This is an optimization exercise on Yosys and OpenROAD, whose aim is small area, not a production implementation. The RTL was checked by simulation tests, not by an equivalence proof against the original design. Power and IR drop assume default switching activity.

$ cat run.sh
#!/bin/bash
# synth_recipe.tcl (not shown) runs the flow's synth.tcl, then flattens the netlist and writes it again
# the make line also repeats each setting of config.mk as NAME=value (left out here)
make -C /OpenROAD-flow-scripts/flow DESIGN_CONFIG=/design/flow/config.mk WORK_HOME=/design/flow/orfs CLKGATE_MAP_FILE= SYNTH_SCRIPT=/design/flow/synth_recipe.tcl finish
$ cat config.mk
export PLATFORM = sky130hd
export DESIGN_NAME = top_stopwatch
export DESIGN_NICKNAME = top_stopwatch
export VERILOG_FILES = /design/flow/design.v
export SDC_FILE = /design/flow/constraint.sdc
export NUM_CORES = 4
export LEC_CHECK = 0
export CAP_MARGIN = 20
export CORE_MARGIN = 2
export CORE_UTILIZATION = 40
export SLEW_MARGIN = 20
$ cat constraint.sdc
create_clock -name core_clock -period 10.0 [get_ports {clk_100mhz}]
set_input_delay 2.0000 -clock core_clock [delete_from_list [all_inputs] [get_ports {clk_100mhz}]]
set_output_delay 2.0000 -clock core_clock [all_outputs]
set_load 0.01 [all_outputs]
$ cat design.v
module bcd_counter #(
  parameter integer MAX = 9
)(
  input wire clk,
  input wire rst,
  input wire en,
  output reg [3:0] q,
  output wire carry
);
  assign carry = en && (q==MAX);
  always @(posedge clk) begin
    if (rst) q <= 0;
    else if (en) q <= (q==MAX) ? 0 : (q+1'b1);
  end
endmodule
module clock_divider #(
  parameter integer DIV_1HZ = 100_000_000,
  parameter integer DIV_2HZ = 50_000_000,
  parameter integer DIV_FAST = 500_000,
  parameter integer DIV_BLINK = 33_333_333
)(
  input wire clk,
  input wire rst,
  output reg tick_1hz,
  output reg tick_2hz,
  output reg tick_fast,
  output reg tick_blink
);
  localparam W1=$clog2(DIV_1HZ), W2=$clog2(DIV_2HZ),
  WF=$clog2(DIV_FAST), WB=$clog2(DIV_BLINK);
  reg [W1-1:0] c1; reg [W2-1:0] c2; reg [WF-1:0] cf; reg [WB-1:0] cb;
  always @(posedge clk) begin
    if (rst) begin
      c1<=0; c2<=0; cf<=0; cb<=0;
      tick_1hz<=0; tick_2hz<=0; tick_fast<=0; tick_blink<=0;
    end else begin
      tick_1hz<=0; tick_2hz<=0; tick_fast<=0; tick_blink<=0;
      if (c1==DIV_1HZ-1) begin c1<=0; tick_1hz<=1; end else c1<=c1+1;
      if (c2==DIV_2HZ-1) begin c2<=0; tick_2hz<=1; end else c2<=c2+1;
      if (cf==DIV_FAST-1) begin cf<=0; tick_fast<=1; end else cf<=cf+1;
      if (cb==DIV_BLINK-1) begin cb<=0; tick_blink<=1; end else cb<=cb+1;
    end
  end
endmodule
module debounce_sync #(
  parameter integer STABLE_COUNT = 10
)(
  input wire clk,
  input wire rst,
  input wire tick_fast,
  input wire in_raw,
  output reg out_deb
);
  reg s1,s2;
  always @(posedge clk) begin
    if (rst) begin s1<=1'b0; s2<=1'b0; end
    else begin s1<=in_raw; s2<=s1; end
  end
  reg prev; reg [$clog2(STABLE_COUNT+1)-1:0] cnt;
  always @(posedge clk) begin
    if (rst) begin prev<=1'b0; cnt<=0; out_deb<=1'b0; end
    else if (tick_fast) begin
      if (s2!=prev) begin prev<=s2; cnt<=0; end
      else begin
        if (cnt<STABLE_COUNT) cnt<=cnt+1;
        if (cnt==STABLE_COUNT) out_deb<=s2;
      end
    end
  end
endmodule
module edge_detect(
  input wire clk,
  input wire rst,
  input wire in_level,
  output reg rise_pulse
);
  reg d;
  always @(posedge clk) begin
    if (rst) begin d<=0; rise_pulse<=0; end
    else begin rise_pulse <= in_level & ~d; d <= in_level; end
  end
endmodule
module control_fsm(
  input wire clk, rst,
  input wire adj,
  input wire sel,
  input wire pause_tog,
  output reg use_1hz,
  output reg use_2hz,
  output reg sel_minutes,
  output reg sel_seconds,
  output reg blink_enable,
  output reg count_enable
);
  localparam RUN=2'd0, PAUSE=2'd1, AMIN=2'd2, ASEC=2'd3;
  reg [1:0] cur, nxt;
  reg resume_to_pause;
  always @(posedge clk) begin
    if (rst) begin
      cur <= RUN;
      resume_to_pause <= 1'b0;
    end else begin
      cur <= nxt;
      if (cur==PAUSE && adj)
        resume_to_pause <= 1'b1;
      else if (cur==RUN && adj)
        resume_to_pause <= 1'b0;
      else if (cur==RUN && pause_tog)
        resume_to_pause <= 1'b1;
      else if (cur==PAUSE && pause_tog)
        resume_to_pause <= 1'b0;
    end
  end
  always @(*) begin
    nxt=cur;
    case(cur)
      RUN: begin
        if (pause_tog) nxt=PAUSE;
        else if (adj && ~sel) nxt=AMIN;
        else if (adj &&  sel) nxt=ASEC;
      end
      PAUSE: begin
        if (pause_tog) nxt=RUN;
        else if (adj && ~sel) nxt=AMIN;
        else if (adj &&  sel) nxt=ASEC;
      end
      AMIN: begin
        if (!adj) nxt = resume_to_pause ? PAUSE : RUN;
        else if (sel) nxt=ASEC;
      end
      ASEC: begin
        if (!adj) nxt = resume_to_pause ? PAUSE : RUN;
        else if (!sel) nxt=AMIN;
      end
    endcase
  end
  always @(*) begin
    use_1hz=0; use_2hz=0; sel_minutes=0; sel_seconds=0; blink_enable=0; count_enable=0;
    case(cur)
      RUN: begin
        use_1hz=1;
        count_enable = adj ? 1'b0 : 1'b1;
      end
      PAUSE: begin use_1hz=1; count_enable=1'b0; end
      AMIN: begin use_2hz=1; sel_minutes=1; blink_enable=1; count_enable=1'b0; end
      ASEC: begin use_2hz=1; sel_seconds=1; blink_enable=1; count_enable=1'b0; end
    endcase
  end
endmodule
module time_core(
  input  wire clk,
  input  wire rst,
  input  wire tick_active,
  input  wire count_enable,
  input  wire use_2hz,
  input  wire sel_minutes,
  input  wire sel_seconds,
  output wire [3:0] min_tens,
  output wire [3:0] min_ones,
  output wire [3:0] sec_tens,
  output wire [3:0] sec_ones
);
  reg base_sec_ones, base_min_ones;
  always @(posedge clk) begin
    if (rst) begin base_sec_ones<=0; base_min_ones<=0; end
    else begin
      base_sec_ones<=0; base_min_ones<=0;
      if (tick_active) begin
        if (!use_2hz) begin
          if (count_enable) base_sec_ones<=1;
        end else begin
          if (sel_seconds) base_sec_ones<=1;
          else if (sel_minutes) base_min_ones<=1;
        end
      end
    end
  end
  wire c_s_ones, c_s_tens, c_m_ones;
  bcd_counter #(.MAX(9)) u_so (.clk(clk), .rst(rst), .en(base_sec_ones),
    .q(sec_ones), .carry(c_s_ones));
  bcd_counter #(.MAX(5)) u_st (.clk(clk), .rst(rst), .en(c_s_ones),
    .q(sec_tens), .carry(c_s_tens));
  wire en_m_ones = base_min_ones | (c_s_tens & ~use_2hz);
  bcd_counter #(.MAX(9)) u_mo (.clk(clk), .rst(rst), .en(en_m_ones),
    .q(min_ones), .carry(c_m_ones));
  bcd_counter #(.MAX(5)) u_mt (.clk(clk), .rst(rst), .en(c_m_ones),
    .q(min_tens), .carry( ));
endmodule
module display_mux(
  input wire clk,
  input wire rst,
  input wire tick_fast,
  input wire blink_enable,
  input wire blink_state,
  input wire sel_minutes,
  input wire sel_seconds,
  input wire [3:0] mt, mo, st, so,
  output reg [6:0] seg,
  output reg [3:0] an,
  output reg dp
);
  reg [1:0] idx;
  always @(posedge clk) begin
    if (rst) idx<=0;
    else if (tick_fast) idx<=idx+1;
  end
  reg [3:0] bcd;
  always @(*) begin
    case(idx)
      2'd0: bcd=so;
      2'd1: bcd=st;
      2'd2: bcd=mo;
      2'd3: bcd=mt;
    endcase
  end
  wire is_min = (idx==2'd2)||(idx==2'd3);
  wire is_sec = (idx==2'd0)||(idx==2'd1);
  wire blank  = blink_enable && ~blink_state &&
                ((sel_minutes && is_min) || (sel_seconds && is_sec));
  reg [6:0] seg_n;
  always @(*) begin
    case (bcd)
      4'd0: seg_n=7'b1000000;
      4'd1: seg_n=7'b1111001;
      4'd2: seg_n=7'b0100100;
      4'd3: seg_n=7'b0110000;
      4'd4: seg_n=7'b0011001;
      4'd5: seg_n=7'b0010010;
      4'd6: seg_n=7'b0000010;
      4'd7: seg_n=7'b1111000;
      4'd8: seg_n=7'b0000000;
      4'd9: seg_n=7'b0010000;
      default: seg_n=7'b1111111;
    endcase
  end
  always @(*) begin
    case(idx)
      2'd0: an=4'b1110;
      2'd1: an=4'b1101;
      2'd2: an=4'b1011;
      2'd3: an=4'b0111;
    endcase
    seg = blank ? 7'b1111111 : seg_n;
    dp  = 1'b1;
  end
endmodule
module top_stopwatch(
  input wire clk_100mhz,
  input wire rst,
  input wire btn_reset_raw,
  input wire btn_pause_raw,
  input wire sw_adj_raw,
  input wire sw_sel_raw,
  output wire [6:0] seg,
  output wire [3:0] an,
  output wire dp,
  output wire [3:0] led
);
  wire tick_1hz, tick_2hz, tick_fast, tick_blink;
  wire sys_rst;
  wire sw_adj, sw_sel, btn_reset, btn_pause_deb;
  wire pause_tog;
  wire use_1hz, use_2hz, sel_minutes, sel_seconds, blink_enable, count_enable;
  wire [3:0] mt, mo, st, so;
  clock_divider #(
    .DIV_1HZ(10_000), .DIV_2HZ(5_000),
    .DIV_FAST(50), .DIV_BLINK(3_333)
  ) u_div (.clk(clk_100mhz), .rst(rst),
           .tick_1hz(tick_1hz), .tick_2hz(tick_2hz),
           .tick_fast(tick_fast), .tick_blink(tick_blink));
  debounce_sync #(.STABLE_COUNT(10)) u_db_adj
    (.clk(clk_100mhz), .rst(rst), .tick_fast(tick_fast), .in_raw(sw_adj_raw), .out_deb(sw_adj));
  debounce_sync #(.STABLE_COUNT(10)) u_db_sel
    (.clk(clk_100mhz), .rst(rst), .tick_fast(tick_fast), .in_raw(sw_sel_raw), .out_deb(sw_sel));
  debounce_sync #(.STABLE_COUNT(10)) u_db_rst
    (.clk(clk_100mhz), .rst(rst), .tick_fast(tick_fast), .in_raw(btn_reset_raw), .out_deb(btn_reset));
  debounce_sync #(.STABLE_COUNT(10)) u_db_pause
    (.clk(clk_100mhz), .rst(rst), .tick_fast(tick_fast), .in_raw(btn_pause_raw), .out_deb(btn_pause_deb));
  assign sys_rst = rst | btn_reset;
  edge_detect u_ed_pause (.clk(clk_100mhz), .rst(sys_rst), .in_level(btn_pause_deb), .rise_pulse(pause_tog));
  control_fsm u_fsm(
    .clk(clk_100mhz), .rst(sys_rst),
    .adj(sw_adj), .sel(sw_sel), .pause_tog(pause_tog),
    .use_1hz(use_1hz), .use_2hz(use_2hz),
    .sel_minutes(sel_minutes), .sel_seconds(sel_seconds),
    .blink_enable(blink_enable), .count_enable(count_enable)
  );
  wire tick_active = use_2hz ? tick_2hz : tick_1hz;
  time_core u_time(
    .clk(clk_100mhz), .rst(sys_rst),
    .tick_active(tick_active), .count_enable(count_enable),
    .use_2hz(use_2hz), .sel_minutes(sel_minutes), .sel_seconds(sel_seconds),
    .min_tens(mt), .min_ones(mo), .sec_tens(st), .sec_ones(so)
  );
  reg hb_1hz, hb_2hz, hb_blink;
  always @(posedge clk_100mhz) begin
    if (sys_rst) begin
      hb_1hz <= 1'b0;
      hb_2hz <= 1'b0;
      hb_blink <= 1'b0;
    end else begin
      if (tick_1hz) hb_1hz <= ~hb_1hz;
      if (tick_2hz) hb_2hz <= ~hb_2hz;
      if (tick_blink) hb_blink <= ~hb_blink;
    end
  end
  assign led[0] = hb_1hz;
  assign led[1] = hb_2hz;
  assign led[2] = hb_blink;
  assign led[3] = ~count_enable;
  reg blink_state;
  always @(posedge clk_100mhz) begin
    if (sys_rst) blink_state<=1'b0;
    else if (tick_blink) blink_state<=~blink_state;
  end
  display_mux u_disp(
    .clk(clk_100mhz), .rst(sys_rst), .tick_fast(tick_fast),
    .blink_enable(blink_enable), .blink_state(blink_state),
    .sel_minutes(sel_minutes), .sel_seconds(sel_seconds),
    .mt(mt), .mo(mo), .st(st), .so(so),
    .seg(seg), .an(an), .dp(dp)
  );
endmodule
==> metrics.cfg <==
[run_status]
status = no timing/DRC/antenna violations

[floorplanning]
boundaryPins = 22
floorplan.die.width_um = 118
rows = 41
core_outline_area_sq_um = 12600
floorplan.die_area_sq_um = 13800
floorplan.initialDensity = 0.409
die_height_um = 118

[route]
1st_pass_router_iterations = 4
detail_route.drc_violations = 0
dr.first_iter.drc_count = 228
wl_per_cell_um = 12.1
wirelength_met1_um = 4450
routed-wl-met2_um = 4670
vias_per_cell = 5.12
route.antenna.remaining_nets = 0
vias = 4046
dr.max_layer_used = met4
route.final.wire_length_um = 9570
met3_wirelength_um = 405

[clock_tree]
cts_num_sinks = 110
clockBufferDepth = 2
cts_tree = yes
clock_latency_ps = 340
ctsRootBufferMaster = clkbuf_16
post_cts_resize_count = 0
postCtsHoldBufs = 0
cts_inserted_buffers = 9
cts_setup_buffers = 0
cts_h_tree_depth = 3
cts.reportedPaths.clkPinSlew_ps = 70

[worst_setup_path]
cpPeakStageDelay_ps = 550
critical_path.slowest_cell = clkdlybuf4s50_1
critical_path_cell_list = inv_1 -> ha_1 -> nor2b_1 -> a21oi_1 -> inv_1 -> ha_1 -> a211oi_1 -> a211oi_1 -> o21ai_0 -> clkdlybuf4s50_1
buffering_stage_count_on_the_worst_path_with_inverters_included = 3
timing.critical_path.to_type = output pin
critical_path_class = reg -> out
crit_path_max_fanout = 8
crit_family = compound AO/OA/AOI/OAI gates
start_kind = flip-flop
critical_path_required_time_ps = 8000
crit_arrival_ps = 3220

[min_path]
type_of_the_most_critical_hold_path = reg -> reg

[layout]
syn_to_final_growth_pct = 12.6
final_net_count = 642
stdcell_count = 790
post-route-util = 0.460
antenna_cells_inserted = 0
drive_above_1_share = 0.0405

[power]
worst_ir_drop_vdd_uv = 106
cellLeakagePower_nw = 2.00
powerDensity_nw_per_um2 = 146

[sta]
finalCritPeriodShare = 0.522
report.final.slew_viol_count = 0
totalNegativeSetupSlack_ps = 0
finalSetupViolations = 0
period_needed_ps = 5220
rsz0062_at_grt = false
final_hold_viol_count = 0
maximum_clock_skew_at_final_layout_ps = 8.08
max_slew.worst_pin.slew_ps = 651
achievable-frequency_mhz = 192
max_slew_margin = 0.566

[synthesis]
ys.flop_type = dfxtp_1
mean_instance_size_in_the_synthesized_netlist_sq_um = 8.57
cell_area_after_technology_mapping_sq_um = 5160
yosys_warnings = 9
sequential_fraction_of_the_synthesis_area = 0.427
synth_cell_types = 52
ys_seq_elements = 110
async_flop_share = 0
number_of_synthesized_flops_with_an_enable_pin = 0
postSynthNetCount = 631
post_synth_inst_count = 602

[placement]
last_weighted_congestion_value_of_the_routability_driven_placer = 0.820
port-buffer-count = 20
dpl.hpwl_um = 6780
numPlacedInstances = 774

[grt]
grt_pass1_vias = 3873
grt_util_all_layers = 0.144
grt_pass1_wl_um = 16900
initial_antenna_violation_count = 0
total_overflow_reported_by_the_global_router = 0
pin_count_of_the_biggest_net_entering_global_routing = 44

[job]
maxCapViolations = 0

## per-stage QoR
step | instance area, sq um | total power, mW | hold slack [ps] | worst slack [ps]
floorplan | 5160 | 0.475 | 367 | 5880
global placement | 5480 | 0.480 | 400 | 5290
detailed placement | 5480 | 0.481 | 404 | 5170
CTS | 5810 | 0.864 | 416 | 4790
global route | 5810 | 0.887 | 419 | 4530
finish | 5810 | 0.850 | 403 | 4780
## worst reg2reg max path: stages (launching register included)
cell and delay, ps:
dfxtp_1 350, or4b_1 520, or4_4 540, nand2b_2 220, nor2_1 90
## synth_stat cells (6+ instances only)
master,count,share of area
dfxtp_1,110,0.43
nor2_1,93,0.068
xnor2_1,38,0.065
inv_1,37,0.027
a21oi_1,32,0.031
o21ai_0,31,0.030
nand2_1,28,0.020
ha_1,23,0.056
nand3_1,22,0.021
nor3_1,22,0.021
nand4_1,19,0.023
nor2b_1,16,0.019
xor2_1,16,0.027
clkbuf_1,13,0.0095
mux2i_1,11,0.021
nor4_1,8,0.0097
a211oi_1,7,0.010
nand2b_1,6,0.0073
## per-layer routing
| metal | vias up | track usage |
|---|---|---|
| li1 | 2096 | - |
| met2 | 56 | 0.243 |
| met3 | 6 | 0.0455 |
| met5 | - | 0 |
| met4 | 0 | 0.0422 |
| met1 | 1888 | 0.176 |
## power breakdown
part           leakage (nW)  internal [mW]  switching, mW  total, mW
Clock                 0.161          0.218          0.162      0.380
Combinational         0.948        0.00892         0.0130     0.0220
Sequential            0.890          0.443        0.00487      0.448
## worst paths after layout
kind                      start  slack, ps                    end  cells after the start
setup reg to reg    u_div.c2[5]       8170            u_div.c2[6]                      4
hold / removal     u_ed_pause.d        400  u_ed_pause.rise_pulse                      1
setup / recovery  u_disp.idx[0]       4780                 seg[4]                     10
hold reg to reg    u_ed_pause.d        400  u_ed_pause.rise_pulse                      1
## logic make-up (layout without fill, tap and decap cells)
family | after synthesis | in the layout | synth area share
and+or+nand+nor | 241 | 241 | 0.232
DFF | 110 | 110 | 0.427
AOI/OAI and AO/OA | 101 | 101 | 0.121
buffers and inverters | 60 | 76 | 0.0483
xor gates and xnor gates | 54 | 54 | 0.0917
adders and majority gates | 23 | 23 | 0.0558
muxes | 12 | 12 | 0.0235
other | 1 | 1 | 0.000727
## sequential cells by signal (all words and copies together), names as in the netlist, 2 cells and up
register,count
u_div.c1,14
u_div.cf,6
u_db_rst.cnt,4
u_db_adj.cnt,4
u_time.u_st.q,4
u_div.cb,12
u_db_pause.cnt,4
u_disp.idx,2
u_time.u_mo.q,4
u_time.u_mt.q,4
u_time.u_so.q,4
u_fsm.cur,2
u_div.c2,13
u_db_sel.cnt,4
## cell type report
type                            count  area (sq um)
Inverter                           38           143
Tap cell                          172           215
Sequential cell                   110          2200
Clock inverter                      4          58.8
Clock buffer                       12           267
Timing Repair Buffer               22           215
Multi-Input combinational cell    432          2710
Fill cell                        1292          6810
## layout by cell type, fill, tap and decap left out, types with 5 or more instances in the layout
cell type	synthesis	routed
dfxtp_1	110	110
nor2_1	93	93
xnor2_1	38	38
inv_1	37	37
a21oi_1	32	32
o21ai_0	31	31
nand2_1	28	28
ha_1	23	23
nor3_1	22	22
nand3_1	22	22
clkdlybuf4s50_1	0	20
nand4_1	19	19
xor2_1	16	16
nor2b_1	16	16
mux2i_1	11	11
clkbuf_16	0	9
nor4_1	8	8
a211oi_1	7	7
nand2b_1	6	6
and2_1	5	5
a41oi_1	5	5
nand4b_1	5	5

==> separate check: timing with driven ports <==
The results above use ideal ports. As a check the final layout listed here was re-extracted and re-timed, cells and wires unchanged.
Step 1: set_driving_cell puts a clkbuf_16 on clk_100mhz and a buf_2 on each other input, an assumption about the parent block.
Step 2 times the ports against the registers' clock, not the clock port: input delays grow and output delays shrink by t, the midpoint of the rising clock arrivals with the driver on.
a / b / c = no drivers / after step 1 / after step 2; a / b = the first two.
shift t [ns]: 0.378
slack for setup (ns): 4.784 / 4.746 / 5.123
hold WS [ns]: 0.403 / 0.403 / 0.403
After both steps this run still meets setup and hold. For this run, drivers alone change the setup slack by -0.038 ns; drivers and shift together by +0.339 ns.
